This is an optimization exercise on Yosys and OpenROAD, whose aim is small area, a short achievable clock period and few clock cycles per item, not a production implementation. The RTL was checked by simulation tests, not by an equivalence proof against the original design. No run shown here takes its clock network from TritonCTS; it comes from the design's own scripts or RTL. No driver is modelled on the clock port, so clock power and skew are understated where the tree is cut down; a real chip needs a root buffer or a tree. Power is estimated from default activity; no workload was simulated.

==> flow/design.v, too long to show whole: its modules and the start of the top module <==
// module mac_neuron: 1421 lines
// module booth_enc: 7 lines
// module inv_c: 3 lines
// module nand2_c: 3 lines
// module nor2_c: 3 lines
// module or2_c: 3 lines
// module xor2_c: 3 lines
// module xnor2_c: 3 lines
// module a22oi_c: 3 lines
// module a21oi_c: 3 lines
// module o21ai_c: 3 lines
// module o22ai_c: 3 lines
// module a21o_c: 3 lines
// module and2_c: 3 lines
// module fa_cell: 4 lines
// module ha_cell: 4 lines
module mac_neuron(
	input clk,
	input rst,
	input in_valid,
	output in_ready,
	input [15:0] in_x,
	input [15:0] in_w,
	input in_last,
	output reg out_valid,
	output [15:0] out_data
);
  // ...
==> flow/flow/run.sh <==
#!/bin/bash
set -euo pipefail
source flow/env.sh
bash standard.sh > std_flow.log 2>&1
==> flow/flow/env.sh <==
export SETUP_SLACK_MARGIN=7.9
export BUFFER_PORTS_ARGS="-buffer_cell sky130_fd_sc_hd__buf_1"
export PRE_CTS_TCL=$PWD/flow/manual_cts.tcl
export MCTS_NBUF=8
export MCTS_NROOT=2
==> flow/flow/manual_cts.tcl <==
# Clock tree of one or two levels: the clock port drives MCTS_NROOT buffers (or, with
# MCTS_NROOT 0, the leaf buffers directly); the leaf buffers each drive the flip-flops of
# one cluster (balanced k-means on their placement). Sourced as PRE_CTS_TCL: it replaces
# clock_tree_synthesis for this design.
rename clock_tree_synthesis orig_clock_tree_synthesis

# balanced k-means: returns {assign mx my used}
proc mcts_kmeans {xs ys k} {
  set n [llength $xs]
  set cx 0; set cy 0
  foreach x $xs y $ys { set cx [expr {$cx + $x}]; set cy [expr {$cy + $y}] }
  set cx [expr {$cx / $n}]; set cy [expr {$cy / $n}]
  set order {}
  for {set i 0} {$i < $n} {incr i} {
    lappend order [list $i [expr {atan2([lindex $ys $i] - $cy, [lindex $xs $i] - $cx)}]]
  }
  set order [lsort -real -index 1 $order]
  set assign [lrepeat $n 0]
  for {set j 0} {$j < $n} {incr j} { lset assign [lindex $order $j 0] [expr {$j * $k / $n}] }
  set cap [expr {int(ceil(double($n) / $k)) + 1}]
  set used [lrepeat $k 0]
  for {set iter 0} {$iter < 30} {incr iter} {
    set mx [lrepeat $k 0.0]; set my [lrepeat $k 0.0]; set cnt [lrepeat $k 0]
    for {set i 0} {$i < $n} {incr i} {
      set c [lindex $assign $i]
      lset mx $c [expr {[lindex $mx $c] + [lindex $xs $i]}]
      lset my $c [expr {[lindex $my $c] + [lindex $ys $i]}]
      lset cnt $c [expr {[lindex $cnt $c] + 1}]
    }
    for {set c 0} {$c < $k} {incr c} {
      if {[lindex $cnt $c] > 0} {
        lset mx $c [expr {[lindex $mx $c] / [lindex $cnt $c]}]
        lset my $c [expr {[lindex $my $c] / [lindex $cnt $c]}]
      }
    }
    set pairs {}
    for {set i 0} {$i < $n} {incr i} {
      for {set c 0} {$c < $k} {incr c} {
        set d [expr {abs([lindex $xs $i] - [lindex $mx $c]) + abs([lindex $ys $i] - [lindex $my $c])}]
        lappend pairs [list $d $i $c]
      }
    }
    set pairs [lsort -real -index 0 $pairs]
    set done [lrepeat $n 0]; set used [lrepeat $k 0]
    set new [lrepeat $n 0]
    foreach p $pairs {
      lassign $p d i c
      if {[lindex $done $i]} continue
      if {[lindex $used $c] >= $cap} continue
      lset new $i $c; lset done $i 1; lset used $c [expr {[lindex $used $c] + 1}]
    }
    set assign $new
  }
  return [list $assign $mx $my $used]
}

proc clock_tree_synthesis {args} {
  set nleaf [expr {[info exists ::env(MCTS_NBUF)] ? $::env(MCTS_NBUF) : 8}]
  set nroot [expr {[info exists ::env(MCTS_NROOT)] ? $::env(MCTS_NROOT) : 2}]
  set leafm [expr {[info exists ::env(MCTS_CELL)] ? $::env(MCTS_CELL) : "sky130_fd_sc_hd__clkbuf_16"}]
  set rootm [expr {[info exists ::env(MCTS_ROOT_CELL)] ? $::env(MCTS_ROOT_CELL) : "sky130_fd_sc_hd__clkbuf_16"}]
  set block [ord::get_db_block]
  set db [ord::get_db]
  set clknet [$block findNet clk]
  set sinks [$clknet getITerms]
  set n [llength $sinks]
  puts "manual cts: $n sinks, $nleaf leaf buffers ($leafm), $nroot root buffers ($rootm)"
  set xs {}; set ys {}
  foreach it $sinks {
    set bb [[$it getInst] getBBox]
    lappend xs [expr {([$bb xMin] + [$bb xMax]) / 2.0}]
    lappend ys [expr {([$bb yMin] + [$bb yMax]) / 2.0}]
  }
  lassign [mcts_kmeans $xs $ys $nleaf] assign mx my used
  puts "manual cts: leaf cluster sizes $used"
  set lnets {}
  for {set c 0} {$c < $nleaf} {incr c} {
    set inst [odb::dbInst_create $block [$db findMaster $leafm] "mcts_leaf_$c"]
    set net [odb::dbNet_create $block "mcts_clk_leaf_$c"]
    $net setSigType CLOCK
    [$inst findITerm X] connect $net
    $inst setLocation [expr {int([lindex $mx $c])}] [expr {int([lindex $my $c])}]
    $inst setPlacementStatus PLACED
    lappend leaves $inst
    set bnet($c) $net
  }
  for {set i 0} {$i < $n} {incr i} {
    set it [lindex $sinks $i]
    $it disconnect
    $it connect $bnet([lindex $assign $i])
  }
  if {$nroot == 0} {
    foreach inst $leaves { [$inst findITerm A] connect $clknet }
    return
  }
  lassign [mcts_kmeans $mx $my $nroot] rassign rx ry rused
  puts "manual cts: root cluster sizes $rused"
  for {set r 0} {$r < $nroot} {incr r} {
    set inst [odb::dbInst_create $block [$db findMaster $rootm] "mcts_root_$r"]
    set net [odb::dbNet_create $block "mcts_clk_root_$r"]
    $net setSigType CLOCK
    [$inst findITerm A] connect $clknet
    [$inst findITerm X] connect $net
    $inst setLocation [expr {int([lindex $rx $r])}] [expr {int([lindex $ry $r])}]
    $inst setPlacementStatus PLACED
    set rnet($r) $net
  }
  for {set c 0} {$c < $nleaf} {incr c} {
    [[lindex $leaves $c] findITerm A] connect $rnet([lindex $rassign $c])
  }
}
==> flow/standard.sh <==
#!/bin/bash
# synth_recipe.tcl (not shown) runs the flow's synth.tcl, then flattens the netlist and writes it again
# the make line also repeats each setting of config.mk as NAME=value (left out here)
make -C /OpenROAD-flow-scripts/flow DESIGN_CONFIG=/design/flow/config.mk WORK_HOME=/design/flow/orfs CLKGATE_MAP_FILE= SYNTH_SCRIPT=/design/flow/synth_recipe.tcl "${@:-finish}"
==> flow/config.mk <==
export PLATFORM = sky130hd
export DESIGN_NAME = mac_neuron
export DESIGN_NICKNAME = mac_neuron
export VERILOG_FILES = /design/flow/design.v
export SDC_FILE = /design/flow/constraint.sdc
export NUM_CORES = 4
export LEC_CHECK = 0
export CAP_MARGIN = 20
export CORE_MARGIN = 2
export CORE_UTILIZATION = 40
export CTS_BUF_LIST = sky130_fd_sc_hd__clkbuf_4 sky130_fd_sc_hd__clkbuf_8
export CTS_CLUSTER_SIZE = 40
export PLACE_DENSITY = 0.6
export SLEW_MARGIN = 20
export SYNTH_HIERARCHICAL = 1
==> flow/constraint.sdc <==
create_clock -name core_clock -period 11.0 [get_ports {clk}]
set_input_delay 2.2000 -clock core_clock [delete_from_list [all_inputs] [get_ports {clk}]]
set_output_delay 2.2000 -clock core_clock [all_outputs]
set_load 0.01 [all_outputs]
==> results by group, run 1 <==
Logic synthesis
  – XOR/XNOR Fraction of Synth Area: 20.7%
  – Synth top area share: 27.4%
  – Complex-gate fraction of the synthesized area: 16.9%
  – Post-synth top cells: xor2_1, o22ai_1, dfxtp_1
  – Post-synthesis sequential area ratio: 27.4%
  – Mapped cell area: 0.00956 sq mm
  – Top-count cell post-synth: xor2_1
  – Most common flop cell mapped by yosys: dfxtp_1
  – Async SR Flop Fraction: 0%

Place
  – DP Area: 0.0101 sq mm
  – Worst slack at placement: 7.56 ns
  – Routability cong.: 0.853

Global routing
  – Grt ovf: 0
  – Total GRT Usage: 17.3%
  – Met1 Resource Use GR: 25.3%

Power
  – Net Switching: 0.932 mW
  – Clock power share: 13.5%
  – Main power group: combinational logic

Detailed routing
  – Met2 Wirelength: 9470 um
  – Routed wire length: 21,500 um
  – M1 WL: 10,400 um
  – DRC Markers: 0

STA
  – Min Tclk post-route: 3.06 ns
  – Final Hold Viols: 0
  – Skew final: 0.0197 ns

Layout
  – Commonest non-fill, non-tap cells in the layout: xor2_1, o22ai_1, dfxtp_1, fa_1, a21o_1
  – Area Overhead vs Synth: 10.8%
  – Largest regs: ha_r (23), hb_r (23)
  – Non-clk invs: 9
  – FFs & Latches: 131
  – Final Util: 45.2%
  – Seq/total area: 26.0%
  – Fraction of area in multi-input gates: 64.8%

Clocking
  – Post-CTS Setup Repair Bufs: 3
  – CTS Hold Buffers Added: 0

Die
  – Die area: 0.0252 sq mm
  – Core Area: 0.0235 sq mm

Critical path
  – Crit path max fanout: 3

Worst hold path
  – Hold Path Class: reg -> reg

Outcome
  – Outcome: finished clean

Flow run
  – Max-cap check violation count: 0
Testbench counts, summed over its fixed seeds: cycles 8,224, items 8,192.
==> inputs of run 2 (changes only) <==
--- a/flow/design.v
+++ b/flow/design.v
@@ -10,17 +10,17 @@
 	output [15:0] out_data
 );
 assign in_ready = 1'b1;
 reg [15:0] xn;
 reg v0, l0;
 reg [7:0] b_onen, b_twon, b_neg;
 reg [23:0] ha_r, hb_r;
 reg cl_r, zl_r, v1, l1;
-reg zl0, sg0, sg1;
+reg zl0, sg1;
 reg [15:0] m_r;
 reg v2, l2;
 reg [15:0] acc;
 reg first;
 wire bs1;
 wire pp2;
 wire bs3;
 wire pp4;
@@ -775,17 +775,16 @@
 end endgenerate
 wire zlow = |(zx & {zw[0], zw[1], zw[2], zw[3], zw[4], zw[5], zw[6], zw[7], zw[8]});
 always @(posedge clk) begin
 	b_onen <= e_onen;
 	b_twon <= e_twon;
 	b_neg <= e_neg;
 	xn <= ~(in_x & {16{in_valid & ~rst}});
 	zl0 <= zlow;
-	sg0 <= in_x[15] ^ in_w[15];
 	l0 <= in_last;
 	v0 <= in_valid & ~rst;
 end
 nor2_c u_bs1 (.a(b_onen[0]), .b(xn[0]), .y(bs1));
 xor2_c u_pp2 (.a(bs1), .b(b_neg[0]), .y(pp2));
 o22ai_c u_bs3 (.a1(b_onen[0]), .a2(xn[1]), .b1(b_twon[0]), .b2(xn[0]), .y(bs3));
 xor2_c u_pp4 (.a(bs3), .b(b_neg[0]), .y(pp4));
 o22ai_c u_bs5 (.a1(b_onen[0]), .a2(xn[2]), .b1(b_twon[0]), .b2(xn[1]), .y(bs5));
@@ -1375,17 +1374,17 @@
 xor2_c u_sm741 (.a(s688), .b(g726), .y(sm741));
 wire [23:0] s_hi = {sm657, sm656, sm655, sm654, sm653, sm652, sm651, sm650, sm649, sm648, sm647, sm646, sm645, sm644, sm643, sm642, sm641, sm640, sm639, sm638, sm637, sm636, sm635, sm634};
 wire [15:0] a_s = {sm741, sm740, sm739, sm738, sm737, sm736, sm735, sm734, sm733, sm732, sm731, sm730, sm729, sm728, sm727, s658};
 always @(posedge clk) begin
 	ha_r <= {1'b1, pp272, s494, s492, s490, s488, s486, s484, s482, s480, s478, s476, s474, s472, s470, s468, s466, s464, s462, s460, s458, s456, s454, c412};
 	hb_r <= {1'b0, pp270, c493, c491, c489, c487, c485, c483, c481, c479, c477, c475, c473, c471, c469, c467, c465, c463, c461, c459, c457, c455, c453, s452};
 	cl_r <= g521;
 	zl_r <= zl0;
-	sg1 <= sg0;
+	sg1 <= ~xn[15] ^ b_neg[7];   
 	l1 <= l0;
 	v1 <= v0 & ~rst;
 end
 wire tie = zl_r & ~s_hi[0];
 wire [22:0] q = {s_hi[23:2], s_hi[1] & ~tie};
 wire [23:0] hp = {s572, s570, s568, s566, s564, s562, s560, s558, s556, s554, s552, s550, s548, s546, s544, s542, s540, s538, s536, s534, s532, s530, s528, s526};
 wire [23:0] hg = {c573, c571, c569, c567, c565, c563, c561, c559, c557, c555, c553, c551, c549, c547, c545, c543, c541, c539, c537, c535, c533, c531, c529, c527};
 wire [23:0] hor = ha_r | hb_r;
==> flow/flow/env.sh (replaced) <==
export SETUP_SLACK_MARGIN=7.9
export BUFFER_PORTS_ARGS="-buffer_cell sky130_fd_sc_hd__buf_1"
export PRE_CTS_TCL=$PWD/flow/manual_cts.tcl
export MCTS_NBUF=6
export MCTS_NROOT=2
==> results by group, run 2 <==
Clocking
  – Clock Pin Slew Worst Setup and Hold Paths: 0.09 ns (was 0.08 ns)
  – Clock insertion delay at the later pin of the skew report: 0.31 ns (about the same)

Global routing
  – First-pass GRT wire length: 36,100 um (was 35,200 um)
  – Grt ovf: 0 (unchanged)
  – Total GRT Usage: 17.7% (was 17.3%)
  – Antenna violations before repair: 0 (unchanged)
  – Largest net degree at the start of global routing: 26 (was 25)
  – Vias in the first global route: 6,762 (was 6,736)

Logic synthesis
  – Post-synth top cells: xor2_1, o22ai_1, dfxtp_1 (unchanged)
  – Async SR Flop Fraction: 0% (unchanged)
  – Post-synthesis sequential area ratio: 27.3% (was 27.4%)
  – Top-count cell post-synth: xor2_1 (unchanged)
  – Most common flop cell mapped by yosys: dfxtp_1 (unchanged)
  – Number of synthesized flops with an enable pin: 0 (unchanged)
  – Synth Instances: 897 (was 898)
  – Yosys cell types: 36 (unchanged)
  – Cell taking the most area after synthesis: dfxtp_1 (unchanged)
  – Synth warn: 7 (unchanged)
  – Synth top area share: 27.3% (was 27.4%)
  – Synth area leaders: dfxtp_1, fa_1, xor2_1, o22ai_1, ha_1 (unchanged)
  – Mean Syn Cell Area: 10.6 sq um (was 10.7 sq um)
  – Mapped cell area: 0.00954 sq mm (was 0.00956 sq mm)
  – Yosys reg bits: 130 (was 131)

Power
  – Net Switching: 0.926 mW (was 0.932 mW)
  – Max VDD drop: 91.7 uV (was 93.0 uV)
  – Design Power: 2.27 mW (was 2.32 mW)
  – Seq pwr share: 31.8% (was 31.4%)
  – Logic pwr share: 56.1% (was 55.1%)
  – Clock power share: 12.1% (was 13.5%)
  – Power Dens Cells: 213 mW/mm^2 (was 219 mW/mm^2)
  – Switch share: 40.8% (was 40.2%)
  – LEAKAGE: 4.69 nW (was 4.66 nW)
  – Internal power: 1.35 mW (was 1.39 mW)

Layout
  – Area Overhead vs Synth: 11.5% (was 10.8%)
  – Final instance area: 0.0106 sq mm (about the same)
  – Area of the multi-input gates: 0.00688 sq mm (was 0.00687 sq mm)
  – Share of layout cells above drive strength 1: 10.2% (was 8.81%)
  – Final nets: 1,153 (was 1,144)
  – Largest regs: ha_r (23), hb_r (23) (unchanged)
  – Register Area: 0.00274 sq mm (was 0.00275 sq mm)
  – Filler instances: 2,261 (was 2,229)
  – Commonest non-fill, non-tap cells in the layout: xor2_1, o22ai_1, dfxtp_1, fa_1, a21o_1 (unchanged)
  – Most common cell after layout, fill and taps aside: xor2_1 (unchanged)
  – Ant diodes: 0 (unchanged)

Critical path
  – Worst Path Required: 8.80 ns (about the same)
  – Endpoint type of the worst setup path: output port (unchanged)
  – Crit-path slowest cell: dfxtp_2 (was dfxtp_1)
  – Cells along the critical path: clkbuf_2 (was buf_1)
  – Setup CP Type: reg -> out (unchanged)
  – R2R Setup Slk: 7.97 ns (was 7.99 ns)
  – Crit-path leading delay family: flip-flops (unchanged)
  – Crit path DAT: 0.85 ns (was 0.86 ns)
  – WP buf/inv: 1 (unchanged)
  – R2R Path Start: xn[6]$_DFF_P_ (was b_twon[4]$_DFF_P_)
  – CP Launch Type: flip-flop (unchanged)
  – FF-to-FF path depth: 7 (was 6)
  – Crit path max fanout: 3 (unchanged)
  – Slowest cell delay on critical path: 0.38 ns (was 0.37 ns)
  – R2r endpoint: ha_r[9]$_DFF_P_ (was ha_r[12]$_DFF_P_)

Worst hold path
  – Min-Delay Path Depth: 0 (unchanged)
  – HP Start: l0$_DFF_P_ (was l1$_DFF_P_)
  – Hold Path Class: reg -> reg (unchanged)
  – Hold path endpoint: l1$_DFF_P_ (was l2$_DFF_P_)

Detailed routing
  – DRC Markers: 0 (unchanged)
  – Max layer used: met4 (unchanged)
  – Routed wire length: 22,200 um (was 21,500 um)
  – Post-route ant nets: 0 (unchanged)
  – Met2 Wirelength: 9870 um (was 9470 um)
  – M1 WL: 10,400 um (about the same)
  – WL per Instance: 17.3 um (was 16.8 um)
  – Routed vias: 6,926 (was 6,786)
  – Iter 0 DRT Violations: 515 (was 438)
  – Drt via density: 5.40 (was 5.33)
  – Pre-Repair DR Iteration Count: 5 (unchanged)
  – Met3 wire len: 1640 um (was 1400 um)

STA
  – Final Hold Viols: 0 (unchanged)
  – Smallest hold slack: 0.331 ns (was 0.329 ns)
  – RSZ-0062 raised after global routing: false (was true)
  – Max_slew headroom: 46.0% (was 42.5%)
  – FMAX: 328 MHz (was 327 MHz)
  – Max-slew violations: 0 (unchanged)
  – Setup TNS: 0 ns (unchanged)
  – Worst-Margin Slew: 0.809 ns (was 0.861 ns)
  – Worst setup margin: 7.95 ns (was 7.94 ns)
  – Skew final: 0.0114 ns (was 0.0197 ns)
  – Fin crit share: 27.7% (was 27.8%)
  – Min Tclk post-route: 3.05 ns (was 3.06 ns)
  – Setup violations, final: 0 (unchanged)

Outcome
  – Outcome: finished clean (unchanged)

Die
  – Initial core utilization: 40.7% (about the same)
  – Die X: 158 um (was 159 um)
  – Die area: 0.0251 sq mm (was 0.0252 sq mm)
  – Core Area: 0.0235 sq mm (unchanged)
  – Row count: 56 (unchanged)
  – # IOs: 54 (unchanged)
  – Chip height: 158 um (was 159 um)

Place
  – IO buf count: 52 (unchanged)
  – DP Area: 0.0101 sq mm (about the same)
  – Worst slack at placement: 7.54 ns (was 7.56 ns)
  – Routability cong.: 0.847 (was 0.853)
  – Post-detail-place hpwl: 15,700 um (was 15,500 um)

Flow run
  – Max-cap check violation count: 0 (unchanged)
==> run 2: cell count changes after synthesis <==
cell | before | now
xnor2_1 | 35 | 36
xor2_1 | 191 | 190
dfxtp_1 | 131 | 130
==> run 2: final cells by class <==
| class | count | area share, % |
|---|---|---|
| plain buffers | 8 | 1.88 |
| inverters | 9 | 0.317 |
| multi-input cells | 743 | 64.6 |
| flip-flops and latches | 130 | 25.7 |
| well taps | 319 | 3.75 |
| repair buffers | 73 | 3.68 |
==> run 2: kinds of logic (layout without fill, tap and decap cells) <==
family                     Yosys count  after routing  synth area share (%)
AOI/OAI and AO/OA                  234            234                  16.9
and+or+nand+nor                    125            125                  6.44
muxes                                1              1                 0.118
xor gates and xnor gates           226            226                  20.7
adders and majority gates          152            152                  26.8
other                                2              5                0.0787
DFF                                130            130                  27.3
buffers and inverters               27             90                  1.68
==> run 2: worst max-delay path by stage <==
stage	startpoint	endpoint	slack (ns)	depth (start not counted)
after floorplan	b_neg[4]$_DFF_P_	ha_r[7]$_DFF_P_	7.92	5
after global placement	acc[1]$_DFF_P_	acc[15]$_DFF_P_	7.43	11
after detailed placement	b_neg[4]$_DFF_P_	ha_r[9]$_DFF_P_	7.54	5
after CTS	in_w[0]	zl0$_DFF_P_	7.76	5
after global routing	xn[3]$_DFF_P_	cl_r$_DFF_P_	7.90	9
final	acc[1]$_DFF_P_	out_data[1]	7.95	1
==> run 2: per-layer routing <==
layer  track usage, %  vias to the layer above
li1                 -                     3308
met1             26.3                     3314
met2             28.2                      281
met3             2.15                       23
met4             2.66                        0
met5                0                        -
==> run 2: metrics by stage <==
step / std cells / util, %
6_report: 1282 / 45.3
5_1_grt: 1282 / 45.3
4_1_cts: 1268 / 44.2
3_5_place_dp: 1259 / 43.0
3_3_place_gp: 1258 / 42.9
2_1_floorplan: 900 / -
==> run 2: per-module statistics from Yosys, one instance, submodules excluded, a selection <==
module     cell area, sq um  flip-flops and latches  cells inside
fa_cell                20.0                       0             1
ha_cell                12.5                       0             1
xnor2_c                8.76                       0             1
xor2_c                 8.76                       0             1
a21o_c                 7.51                       0             1
booth_enc              7.51                       0             1
and2_c                 6.26                       0             1
o22ai_c                6.26                       0             1
inv_c                  3.75                       0             1
nor2_c                 3.75                       0             1
==> run 2: worst register-to-register path, stage by stage (launching register included) <==
cell and delay (ns):
dfxtp_4 0.40, buf_4 0.17, o22ai_1 0.16, xor2_1 0.20, fa_1 0.47, fa_1 0.52
fa_1 0.58, fa_1 0.42
==> run 2: power groups by stage <==
stage          clock, mW  combinational [mW]  sequential, mW
2_1_floorplan          0               0.987           0.698
3_3_place_gp           0                1.23           0.731
3_5_place_dp           0                1.26           0.733
4_1_cts            0.215                1.27           0.735
5_1_grt            0.301                1.47           0.739
6_report           0.274                1.27           0.723
==> run 2: timing repair <==
item,CTS,global route
buffers inserted,1,14
pin swaps,3,5
resized for setup,47,54
cloned,0,0
hold buffers,0,0
endpoints found under the setup margin,51,55
Testbench counts of run 2, summed over its fixed seeds: cycles 8,224, items 8,192.
==> inputs of run 3 (changes only) <==
==> flow/flow/env.sh (replaced) <==
export SETUP_SLACK_MARGIN=7.9
export BUFFER_PORTS_ARGS="-buffer_cell sky130_fd_sc_hd__buf_1"
export PRE_CTS_TCL=$PWD/flow/manual_cts.tcl
export MCTS_NBUF=8
export MCTS_NROOT=2
==> results by group, run 3 <==
Layout
  – Commonest non-fill, non-tap cells in the layout: xor2_1, o22ai_1, dfxtp_1, fa_1, a21o_1 (unchanged)
  – Finished Layout Cells: 1,271 (was 1,282)
  – Area Overhead vs Synth: 10.8% (was 11.5%)
  – Largest regs: ha_r (23), hb_r (23) (unchanged)
  – Final nets: 1,142 (was 1,153)
  – Most common cell after layout, fill and taps aside: xor2_1 (unchanged)
  – Ant diodes: 0 (unchanged)
  – Share of layout cells above drive strength 1: 9.03% (was 10.2%)

Detailed routing
  – Iter 0 DRT Violations: 616 (was 515)
  – Pre-Repair DR Iteration Count: 5 (unchanged)
  – Drt via density: 5.48 (was 5.40)
  – DRC Markers: 0 (unchanged)
  – Routed vias: 6,962 (was 6,926)
  – Post-route ant nets: 0 (unchanged)
  – WL per Instance: 17.5 um (was 17.3 um)
  – Routed wire length: 22,300 um (was 22,200 um)

Logic synthesis
  – Post-synth top cells: xor2_1, o22ai_1, dfxtp_1 (unchanged)
  – Cell taking the most area after synthesis: dfxtp_1 (unchanged)
  – Yosys cell types: 36 (unchanged)
  – Yosys reg bits: 130 (unchanged)
  – Most common flop cell mapped by yosys: dfxtp_1 (unchanged)
  – Synth area leaders: dfxtp_1, fa_1, xor2_1, o22ai_1, ha_1 (unchanged)
  – Post-synthesis sequential area ratio: 27.3% (unchanged)
  – Synth Instances: 897 (unchanged)
  – Async SR Flop Fraction: 0% (unchanged)
  – Number of synthesized flops with an enable pin: 0 (unchanged)
  – Mapped cell area: 0.00954 sq mm (unchanged)
  – Top-count cell post-synth: xor2_1 (unchanged)
  – Mean Syn Cell Area: 10.6 sq um (unchanged)
  – Synth warn: 7 (unchanged)
  – Synth top area share: 27.3% (unchanged)

Worst hold path
  – Hold Path Class: reg -> reg (unchanged)

STA
  – FMAX: 327 MHz (was 328 MHz)
  – Max_slew headroom: 45.5% (was 46.0%)
  – Worst-Margin Slew: 0.816 ns (was 0.809 ns)
  – Setup TNS: 0 ns (unchanged)
  – Setup violations, final: 0 (unchanged)
  – RSZ-0062 raised after global routing: true (was false)
  – Fin crit share: 27.8% (was 27.7%)
  – Skew final: 0.0157 ns (was 0.0114 ns)
  – Max-slew violations: 0 (unchanged)
  – Final Hold Viols: 0 (unchanged)
  – Min Tclk post-route: 3.06 ns (was 3.05 ns)

Critical path
  – Worst Path Required: 8.80 ns (about the same)
  – Crit-path slowest cell: dfxtp_2 (unchanged)
  – CP Launch Type: flip-flop (unchanged)
  – Endpoint type of the worst setup path: output port (unchanged)
  – Crit path max fanout: 3 (unchanged)
  – Crit-path leading delay family: flip-flops (unchanged)
  – WP buf/inv: 1 (unchanged)
  – Slowest cell delay on critical path: 0.38 ns (about the same)
  – Setup CP Type: reg -> out (unchanged)
  – Crit path DAT: 0.86 ns (was 0.85 ns)
  – Cells along the critical path: clkbuf_2 (unchanged)

Die
  – Chip height: 158 um (unchanged)
  – # IOs: 54 (unchanged)
  – Die X: 158 um (unchanged)
  – Row count: 56 (unchanged)
  – Core Area: 0.0235 sq mm (unchanged)
  – Die area: 0.0251 sq mm (unchanged)
  – Initial core utilization: 40.7% (unchanged)

Clocking
  – Clock Pin Slew Worst Setup and Hold Paths: 0.08 ns (was 0.09 ns)
  – Clock insertion delay at the later pin of the skew report: 0.31 ns (about the same)

Global routing
  – Total GRT Usage: 17.8% (was 17.7%)
  – First-pass GRT wire length: 36,300 um (was 36,100 um)
  – Grt ovf: 0 (unchanged)
  – Antenna violations before repair: 0 (unchanged)
  – Vias in the first global route: 6,779 (was 6,762)
  – Largest net degree at the start of global routing: 26 (unchanged)

Place
  – Post-detail-place hpwl: 15,700 um (unchanged)
  – IO buf count: 52 (unchanged)
  – Dpl cells: 1,259 (unchanged)
  – Routability cong.: 0.847 (unchanged)

Outcome
  – Outcome: finished clean (unchanged)

Power
  – LEAKAGE: 4.66 nW (was 4.69 nW)
  – Max VDD drop: 122 uV (was 91.7 uV)
  – Power Dens Cells: 218 mW/mm^2 (was 213 mW/mm^2)
  – Design Power: 2.30 mW (was 2.27 mW)

Flow run
  – Max-cap check violation count: 0 (unchanged)
[run 3: cell counts after synthesis]
No cell type changed its count.
[run 3: cell families after synthesis]
| kind of cell | share of synthesized area [%] |
|---|---|
| multiplexers | 0.118 |
| other | 0.0787 |
| AND/OR/NAND/NOR | 6.44 |
| AO/OA/AOI/OAI | 16.9 |
| adder cells (fa/ha/maj) | 26.8 |
| buffers and inverters | 1.68 |
| XOR/XNOR | 20.7 |
| flip-flops | 27.3 |
[run 3: final timing paths]
kind	startpoint	slack, ns	cells after the start	endpoint
max	acc[1]$_DFF_P_	7.94	1	out_data[1]
max reg2reg	m_r[1]$_DFF_P_	7.99	11	acc[0]$_DFF_P_
min	zl0$_DFF_P_	0.33	0	zl_r$_DFF_P_
min reg2reg	zl0$_DFF_P_	0.33	0	zl_r$_DFF_P_
[run 3: where the power goes]
| group | internal, mW | leakage, nW | switching, mW |
|---|---|---|---|
| sequential | 0.597 | 1.09 | 0.127 |
| clock | 0.162 | 0.123 | 0.149 |
| combinational | 0.613 | 3.45 | 0.654 |
[run 3: routing by layer]
metal,global-route usage (%),routed length (um),vias up
met4,3.17,401,0
met2,28.2,9880,285
met1,26.4,10400,3342
li1,-,-,3293
met5,0,0,-
met3,2.20,1590,42
[run 3: area by class of cell]
cell class,count,area [sq um]
plain buffers,10,250
fillers,2260,12900
inverters,9,33.8
multi-input cells,743,6860
flip-flops and latches,130,2730
well taps,319,399
repair buffers,60,304
[run 3: modules after synthesis (local to each module, per instance), a selection]
module      area [sq um]  flops+latches  cells
a21o_c              7.51              0      1
nand2_c             3.75              0      1
and2_c              6.26              0      1
fa_cell             20.0              0      1
xor2_c              8.76              0      1
inv_c               3.75              0      1
mac_neuron          3800            130    316
or2_c               6.26              0      1
o22ai_c             6.26              0      1
booth_enc           7.51              0      1
xnor2_c             8.76              0      1
[run 3: timing repair]
action / CTS / global route
hold buffers: 0 / 0
setup endpoints to repair: 51 / 55
gates resized for setup: 47 / 52
pin swaps: 3 / 2
buffers inserted: 1 / 1
[run 3: per-stage QoR]
| stage | setup WS (ns) | utilization, % | area (sq um) | hold WS (ns) |
|---|---|---|---|---|
| final | 7.94 | 45.1 | 10600 | 0.328 |
| after global routing | 7.87 | 45.1 | 10600 | 0.333 |
| after CTS | 7.76 | 44.4 | 10400 | 0.312 |
| after detailed placement | 7.54 | 43.0 | 10100 | 0.312 |
| after global placement | 7.43 | 42.9 | 10100 | 0.312 |
| after floorplan | 7.92 | - | 9560 | 0.310 |
==> inputs of run 4 (changes only) <==
==> flow/flow/env.sh (replaced) <==
export SETUP_SLACK_MARGIN=7.9
export BUFFER_PORTS_ARGS="-buffer_cell sky130_fd_sc_hd__buf_1"
export PRE_CTS_TCL=$PWD/flow/manual_cts.tcl
export MCTS_NBUF=4
export MCTS_NROOT=0
--- a/flow/config.mk
+++ b/flow/config.mk
@@ -7,9 +7,9 @@
 export LEC_CHECK = 0
 export CAP_MARGIN = 20
 export CORE_MARGIN = 2
-export CORE_UTILIZATION = 40
+export CORE_UTILIZATION = 60
 export CTS_BUF_LIST = sky130_fd_sc_hd__clkbuf_4 sky130_fd_sc_hd__clkbuf_8
 export CTS_CLUSTER_SIZE = 40
-export PLACE_DENSITY = 0.6
+export PLACE_DENSITY = 0.8
 export SLEW_MARGIN = 20
 export SYNTH_HIERARCHICAL = 1
==> results by group, run 4 <==
Outcome
  – Outcome: finished clean (unchanged)

Clocking
  – Clock insertion delay at the later pin of the skew report: 0.18 ns (was 0.31 ns)
  – CTS Hold Buffers Added: 0 (unchanged)
  – Clock Pin Slew Worst Setup and Hold Paths: 0.12 ns (was 0.08 ns)

Logic synthesis
  – Complex-gate fraction of the synthesized area: 16.9% (unchanged)
  – XOR/XNOR Fraction of Synth Area: 20.7% (unchanged)
  – Mapped cell area: 0.00954 sq mm (unchanged)
  – Yosys reg bits: 130 (unchanged)
  – Post-Synth Adder-Cell Area: 26.8% (unchanged)
  – Yosys cell types: 36 (unchanged)
  – Mean Syn Cell Area: 10.6 sq um (unchanged)
  – Synth top area share: 27.3% (unchanged)
  – Post-synth top cells: xor2_1, o22ai_1, dfxtp_1 (unchanged)
  – Async SR Flop Fraction: 0% (unchanged)
  – Synth Instances: 897 (unchanged)
  – Most common flop cell mapped by yosys: dfxtp_1 (unchanged)
  – Synth warn: 7 (unchanged)
  – Post-synthesis sequential area ratio: 27.3% (unchanged)
  – Top-count cell post-synth: xor2_1 (unchanged)
  – Number of synthesized flops with an enable pin: 0 (unchanged)
  – Cell taking the most area after synthesis: dfxtp_1 (unchanged)
  – Mux cell area share after synthesis: 0.118% (unchanged)
  – Post-Synth Simple-Gate Area: 6.44% (unchanged)
  – Synth area leaders: dfxtp_1, fa_1, xor2_1, o22ai_1, ha_1 (unchanged)
  – Combinational family with the most area after synthesis: adder cells (unchanged)

Flow run
  – Max-cap check violation count: 0 (unchanged)

Die
  – Die area: 0.0169 sq mm (was 0.0251 sq mm)
  – Chip height: 130 um (was 158 um)
  – Core Area: 0.0157 sq mm (was 0.0235 sq mm)
  – Die X: 130 um (was 158 um)
  – Initial core utilization: 60.7% (was 40.7%)
  – # IOs: 54 (unchanged)
  – Row count: 46 (was 56)

Worst hold path
  – Hold path endpoint: l2$_DFF_P_ (was zl_r$_DFF_P_)
  – Hold Path Class: reg -> reg (unchanged)
  – HP Start: l1$_DFF_P_ (was zl0$_DFF_P_)
  – Min-Delay Path Depth: 0 (unchanged)

STA
  – Smallest hold slack: 0.339 ns (was 0.328 ns)
  – Worst-Margin Slew: 0.787 ns (was 0.816 ns)
  – Fin crit share: 27.5% (was 27.8%)
  – Max_slew headroom: 47.5% (was 45.5%)
  – RSZ-0062 raised after global routing: false (was true)
  – Final Hold Viols: 0 (unchanged)
  – FMAX: 330 MHz (was 327 MHz)
  – Setup TNS: 0 ns (unchanged)
  – Skew final: 0.0106 ns (was 0.0157 ns)
  – Min Tclk post-route: 3.03 ns (was 3.06 ns)
  – Setup violations, final: 0 (unchanged)
  – Max-slew violations: 0 (unchanged)

Place
  – IO buf count: 52 (unchanged)
  – Post-detail-place hpwl: 14,600 um (was 15,700 um)
  – DP Area: 0.00995 sq mm (was 0.0101 sq mm)
  – Routability cong.: 0.904 (was 0.847)

Power
  – Net Switching: 0.877 mW (was 0.930 mW)
  – Clock power share: 8.6% (was 13.5%)
  – LEAKAGE: 4.60 nW (was 4.66 nW)
  – Max VDD drop: 122 uV (about the same)
  – Switch share: 40.8% (was 40.4%)
  – Internal power: 1.28 mW (was 1.37 mW)
  – Seq pwr share: 33.4% (was 31.4%)
  – Power Dens Cells: 208 mW/mm^2 (was 218 mW/mm^2)
  – Logic pwr share: 58.0% (was 55.1%)
  – Design Power: 2.15 mW (was 2.30 mW)

Critical path
  – Endpoint type of the worst setup path: flip-flop (was output port)
  – R2R Setup Slk: 7.98 ns (was 7.99 ns)
  – Crit path DAT: 3.14 ns (was 0.86 ns)
  – Setup CP Type: in -> reg (was reg -> out)
  – R2R Path Start: xn[14]$_DFF_P_ (was m_r[1]$_DFF_P_)
  – Cell mode on critical path: a21oi_1
  – Crit-path slowest cell: or4_4 (was dfxtp_2)
  – CP Launch Type: input pin (was flip-flop)
  – WP buf/inv: 1 (unchanged)
  – Crit-path leading delay family: simple AND/OR/NAND/NOR gates (was flip-flops)
  – Worst Path Required: 11.12 ns (was 8.80 ns)
  – Cells along the critical path: buf_8 -> or4_4 -> nor2_1 -> a21oi_1 -> a21oi_1 (was clkbuf_2)
  – R2r endpoint: ha_r[6]$_DFF_P_ (was acc[0]$_DFF_P_)
  – Crit path max fanout: 2 (was 3)
  – Slowest cell delay on critical path: 0.53 ns (was 0.38 ns)
  – FF-to-FF path depth: 6 (was 11)

Layout
  – Final nets: 1,145 (was 1,142)
  – Area Overhead vs Synth: 8.63% (was 10.8%)
  – Largest regs: ha_r (23), hb_r (23) (unchanged)
  – Ant diodes: 0 (unchanged)
  – Filler instances: 1,226 (was 2,260)
  – Final instance area: 0.0104 sq mm (was 0.0106 sq mm)
  – Most common cell after layout, fill and taps aside: xor2_1 (unchanged)
  – Final Util: 66.0% (was 45.1%)
  – Commonest non-fill, non-tap cells in the layout: xor2_1, o22ai_1, dfxtp_1, fa_1, a21o_1 (unchanged)
  – Register Area: 0.00273 sq mm (about the same)
  – Share of layout cells above drive strength 1: 7.64% (was 9.03%)
  – Area of the multi-input gates: 0.00686 sq mm (about the same)

Detailed routing
  – DRC Markers: 0 (unchanged)
  – Pre-Repair DR Iteration Count: 7 (was 5)
  – M1 WL: 8800 um (was 10,400 um)
  – Post-route ant nets: 0 (unchanged)
  – WL per Instance: 17.5 um (about the same)
  – Iter 0 DRT Violations: 695 (was 616)
  – Routed vias: 6,987 (was 6,962)
  – Met3 wire len: 1630 um (was 1590 um)
  – Met2 Wirelength: 9790 um (was 9880 um)
  – Routed wire length: 20,500 um (was 22,300 um)
  – Drt via density: 5.97 (was 5.48)
  – Max layer used: met4 (unchanged)

Global routing
  – Grt ovf: 0 (unchanged)
  – First-pass GRT wire length: 33,600 um (was 36,300 um)
  – Total GRT Usage: 24.2% (was 17.8%)
  – Antenna violations before repair: 0 (unchanged)
  – Vias in the first global route: 6,958 (was 6,779)
  – Largest net degree at the start of global routing: 35 (was 26)
-- run 4: cell count changes in the layout (fill, tap and decap cells not counted), moves of 2 or more --
cell	change
nor2_1	+2
buf_12	+2
dfxtp_2	-2
clkbuf_2	-12
buf_4	+9
buf_1	+12
clkbuf_16	-6
ha_1	-2
ha_4	+2
-- run 4: cell families after synthesis --
family	Yosys count
buf+inv	27
xor+xnor	226
mux	1
other cells	2
compound gates	234
fa+ha+maj	152
flops	130
simple gates	125
-- run 4: worst max path at each step --
| stage | start | end | slack, ns | cells past startpoint |
|---|---|---|---|---|
| 6_report | in_w[0] | zl0$_DFF_P_ | 7.97 | 5 |
| 5_1_grt | m_r[1]$_DFF_P_ | acc[0]$_DFF_P_ | 7.88 | 11 |
| 4_1_cts | in_w[0] | zl0$_DFF_P_ | 7.77 | 5 |
| 3_5_place_dp | acc[1]$_DFF_P_ | acc[15]$_DFF_P_ | 7.40 | 11 |
| 3_3_place_gp | acc[1]$_DFF_P_ | acc[15]$_DFF_P_ | 7.50 | 11 |
| 2_1_floorplan | b_neg[4]$_DFF_P_ | ha_r[7]$_DFF_P_ | 7.92 | 5 |
-- run 4: final cells by class --
type	instances	area share, %
inverter	9	0.326
multi-input combinational	743	66.1
sequential	130	26.4
tap	216	2.61
timing repair buffer	69	3.58
buffer	4	0.965
-- run 4: through the flow --
step,worst slack (ns),std cells
after floorplan,7.92,900
after global placement,7.50,1155
after detailed placement,7.40,1155
after CTS,7.77,1160
after global routing,7.88,1171
final,7.97,1171
-- run 4: worst reg2reg max path: cells and delay by family (launching register included) --
kind                     cells  cell delay (ns)
XOR/XNOR                     1             0.17
adder cells (fa/ha/maj)      4             2.11
AO/OA/AOI/OAI                1             0.15
flip-flops                   1             0.50
-- run 4: Yosys stat by module (local to each module, per instance), a selection --
module	copies in the design	cell area, sq um
ha_cell	65	12.5
mac_neuron	1	3800
nor2_c	8	3.75
xor2_c	168	8.76
booth_enc	8	7.51
nand2_c	8	3.75
xnor2_c	21	8.76
fa_cell	87	20.0
-- run 4: metal layers --
metal  vias up  global-route usage (%)
met5         -                       0
li1       3308                       -
met1      3313                    33.3
met2       330                    40.8
met3        36                    3.36
met4         0                    5.88
-- run 4: power groups by stage --
stage	sequential, mW	clock (mW)	combinational [mW]
3_3_place_gp	0.724	0	1.19
5_1_grt	0.736	0.207	1.42
6_report	0.719	0.185	1.25
4_1_cts	0.730	0.138	1.24
3_5_place_dp	0.728	0	1.23
2_1_floorplan	0.698	0	0.987
-- run 4: what timing repair did --
item / in CTS / in global routing
gates cloned: 0 / 0
endpoints found under the setup margin: 38 / 31
resized for setup: 44 / 40
pin swaps: 3 / 5
buffers inserted: 1 / 11
==> inputs of run 5 (changes only) <==
==> flow/flow/env.sh (replaced) <==
export SETUP_SLACK_MARGIN=8.0
export BUFFER_PORTS_ARGS="-buffer_cell sky130_fd_sc_hd__buf_1"
export PRE_CTS_TCL=$PWD/flow/manual_cts.tcl
export MCTS_NBUF=4
export MCTS_NROOT=0
==> results by group, run 5 <==
Layout
  – Area Overhead vs Synth: 15.5% (was 8.63%)
  – Finished Layout Cells: 1,230 (was 1,171)
  – Largest regs: ha_r (23), hb_r (23) (unchanged)
  – Final nets: 1,204 (was 1,145)
  – Share of layout cells above drive strength 1: 16.4% (was 7.64%)
  – Ant diodes: 0 (unchanged)
  – Filler instances: 1,127 (was 1,226)
  – Final Util: 70.2% (was 66.0%)
  – Most common cell after layout, fill and taps aside: xor2_1 (unchanged)
  – Commonest non-fill, non-tap cells in the layout: xor2_1, o22ai_1, dfxtp_1, fa_1, a21o_1 (unchanged)

Clocking
  – Clock insertion delay at the later pin of the skew report: 0.18 ns (about the same)
  – Clock Pin Slew Worst Setup and Hold Paths: 0.12 ns (about the same)
  – CTS Hold Buffers Added: 0 (unchanged)

Die
  – Die X: 130 um (unchanged)
  – Core Area: 0.0157 sq mm (unchanged)
  – Row count: 46 (unchanged)
  – Initial core utilization: 60.7% (unchanged)
  – Die area: 0.0169 sq mm (unchanged)
  – Chip height: 130 um (unchanged)
  – # IOs: 54 (unchanged)

Critical path
  – CP Launch Type: flip-flop (was input pin)
  – Setup CP Type: reg -> reg (was in -> reg)
  – Endpoint type of the worst setup path: flip-flop (unchanged)
  – Worst Path Required: 11.07 ns (was 11.12 ns)
  – Crit path DAT: 3.14 ns (about the same)
  – Crit path max fanout: 7 (was 2)

Logic synthesis
  – Top-count cell post-synth: xor2_1 (unchanged)
  – Yosys cell types: 36 (unchanged)
  – Async SR Flop Fraction: 0% (unchanged)
  – Synth top area share: 27.3% (unchanged)
  – Post-synthesis sequential area ratio: 27.3% (unchanged)
  – Post-synth top cells: xor2_1, o22ai_1, dfxtp_1 (unchanged)
  – Cell taking the most area after synthesis: dfxtp_1 (unchanged)
  – Number of synthesized flops with an enable pin: 0 (unchanged)
  – Synth Instances: 897 (unchanged)
  – Most common flop cell mapped by yosys: dfxtp_1 (unchanged)
  – Mean Syn Cell Area: 10.6 sq um (unchanged)
  – Synth warn: 7 (unchanged)
  – Yosys reg bits: 130 (unchanged)
  – Synth area leaders: dfxtp_1, fa_1, xor2_1, o22ai_1, ha_1 (unchanged)
  – Mapped cell area: 0.00954 sq mm (unchanged)

Outcome
  – Outcome: finished clean (unchanged)

Detailed routing
  – Drt via density: 6.20 (was 5.97)
  – DRC Markers: 0 (unchanged)
  – WL per Instance: 19.0 um (was 17.5 um)
  – Iter 0 DRT Violations: 972 (was 695)
  – Pre-Repair DR Iteration Count: 6 (was 7)
  – Post-route ant nets: 0 (unchanged)
  – Routed vias: 7,623 (was 6,987)
  – Routed wire length: 23,400 um (was 20,500 um)

Global routing
  – Vias in the first global route: 6,896 (was 6,958)
  – Largest net degree at the start of global routing: 35 (unchanged)
  – Grt ovf: 0 (unchanged)
  – Total GRT Usage: 24.8% (was 24.2%)
  – First-pass GRT wire length: 34,100 um (was 33,600 um)
  – Antenna violations before repair: 1 (was 0)

Place
  – Post-detail-place hpwl: 14,800 um (was 14,600 um)
  – Worst slack at placement: 7.37 ns (was 7.40 ns)
  – IO buf count: 52 (unchanged)
  – Routability cong.: 0.906 (was 0.904)
  – Dpl cells: 1,153 (was 1,155)

Power
  – LEAKAGE: 4.90 nW (was 4.60 nW)
  – Max VDD drop: 108 uV (was 122 uV)
  – Power Dens Cells: 202 mW/mm^2 (was 208 mW/mm^2)

STA
  – Worst setup margin: 7.92 ns (was 7.97 ns)
  – Max_slew headroom: 48.0% (was 47.5%)
  – Max-slew violations: 0 (unchanged)
  – Worst-Margin Slew: 0.779 ns (was 0.787 ns)
  – FMAX: 325 MHz (was 330 MHz)
  – Setup TNS: 0 ns (unchanged)
  – RSZ-0062 raised after global routing: true (was false)
  – Setup violations, final: 0 (unchanged)
  – Min Tclk post-route: 3.08 ns (was 3.03 ns)
  – Skew final: 0.0114 ns (was 0.0106 ns)
  – Fin crit share: 28.0% (was 27.5%)
  – Final Hold Viols: 0 (unchanged)

Flow run
  – Max-cap check violation count: 0 (unchanged)

Worst hold path
  – Hold Path Class: reg -> reg (unchanged)
-- run 5: cell count changes in the layout (fill, tap and decap cells not counted), sizes merged --
cell,before,now
clkbuf,4,11
buf,69,121
-- run 5: layer usage --
layer	up-vias	track usage, %	wire length [um]
li1	3422	-	-
met1	3605	33.8	9040
met2	482	42.7	11100
met3	114	3.40	2260
met4	0	5.31	1000
met5	-	0	0
-- run 5: modules after synthesis (local to each module, per instance) --
module | cells inside | flip-flops and latches | times used | area [sq um]
mac_neuron | 316 | 130 | 1 | 3800
fa_cell | 1 | 0 | 87 | 20.0
ha_cell | 1 | 0 | 65 | 12.5
xnor2_c | 1 | 0 | 21 | 8.76
xor2_c | 1 | 0 | 168 | 8.76
a21o_c | 1 | 0 | 56 | 7.51
booth_enc | 1 | 0 | 8 | 7.51
and2_c | 1 | 0 | 23 | 6.26
o22ai_c | 1 | 0 | 128 | 6.26
or2_c | 1 | 0 | 5 | 6.26
inv_c | 1 | 0 | 4 | 3.75
nand2_c | 1 | 0 | 8 | 3.75
nor2_c | 1 | 0 | 8 | 3.75
-- run 5: cells by family after synthesis --
kind of cell               count (synthesis)  synth area share, %
and+or+nand+nor                          125                 6.44
buffers and inverters                     27                 1.68
xor gates and xnor gates                 226                 20.7
other                                      2               0.0787
AOI/OAI and AO/OA                        234                 16.9
muxes                                      1                0.118
adders and majority gates                152                 26.8
DFF                                      130                 27.3
-- run 5: final timing paths --
kind              slack, ns              end  cells past startpoint     startpoint
setup / recovery       7.92  ha_r[8]$_DFF_P_                      6  xn[4]$_DFF_P_
hold / removal         0.34     zl_r$_DFF_P_                      0    zl0$_DFF_P_
setup reg to reg       7.92  ha_r[8]$_DFF_P_                      6  xn[4]$_DFF_P_
hold reg to reg        0.34     zl_r$_DFF_P_                      0    zl0$_DFF_P_
-- run 5: area by class of cell --
class	count	area [sq um]	area share, %
buffer	4	100	0.908
tap	216	270	2.45
multi-input combinational	743	7040	63.9
timing repair buffer	128	821	7.45
sequential	130	2760	25.0
inverter	9	33.8	0.306
-- run 5: stage by stage --
stage	hold WS (ns)	power, mW	instance area, sq um
after floorplan	0.310	1.69	9570
after global placement	0.310	1.92	9940
after detailed placement	0.315	1.97	9940
after CTS	0.315	2.12	10200
after global routing	0.355	2.42	11000
final	0.343	2.23	11000
-- run 5: timing repair --
item                       CTS  global route
gates resized for setup     79            47
buffers inserted             2            71
setup endpoints to repair   56            51
pin swaps                    3            42
-- run 5: critical path, cell delays in order (launching register included) --
cell and delay (ns):
dfxtp_4 0.42, o22ai_2 0.24, xor2_1 0.31, fa_1 0.52, fa_1 0.53, fa_1 0.55
fa_1 0.41
-- run 5: power by group --
part	switching (mW)	internal, mW
Combinational	0.682	0.642
Sequential	0.116	0.596
Clock	0.121	0.0682

-- what the ideal ports hide --
The flow's constraints put no driver on any port. The routed layouts listed below were extracted and timed again, unchanged, in two steps. Step 1: set_driving_cell puts a clkbuf_16 on clk and a buf_2 on each other input, an assumption about the parent block. Step 2, shift: input delay + t, output delay - t, t = (earliest + latest rising clock arrival at the registers) / 2. This alone moves slack from input paths to output paths. a / b / c = ideal ports / drivers / drivers and shift; a / b = the first two.
run	t (ns)	setup WS [ns]	clock arrival spread, ns	worst data-port slew with drivers (ns)
run 1	0.362	7.944 / 7.885 / 7.715	0.020 / 0.020	0.05
run 2	0.358	7.948 / 7.891 / 7.740	0.014 / 0.014	0.05
run 3	0.365	7.940 / 7.877 / 7.736	0.023 / 0.023	0.05
run 4	0.264	7.972 / 7.943 / 7.750	0.011 / 0.011	0.06
run 5	0.268	7.923 / 7.922 / 7.748	0.014 / 0.013	0.06
After both steps every run listed still meets setup and hold. For run 1, which loses most, drivers alone change the setup slack by -0.059 ns; drivers and shift together by -0.229 ns.
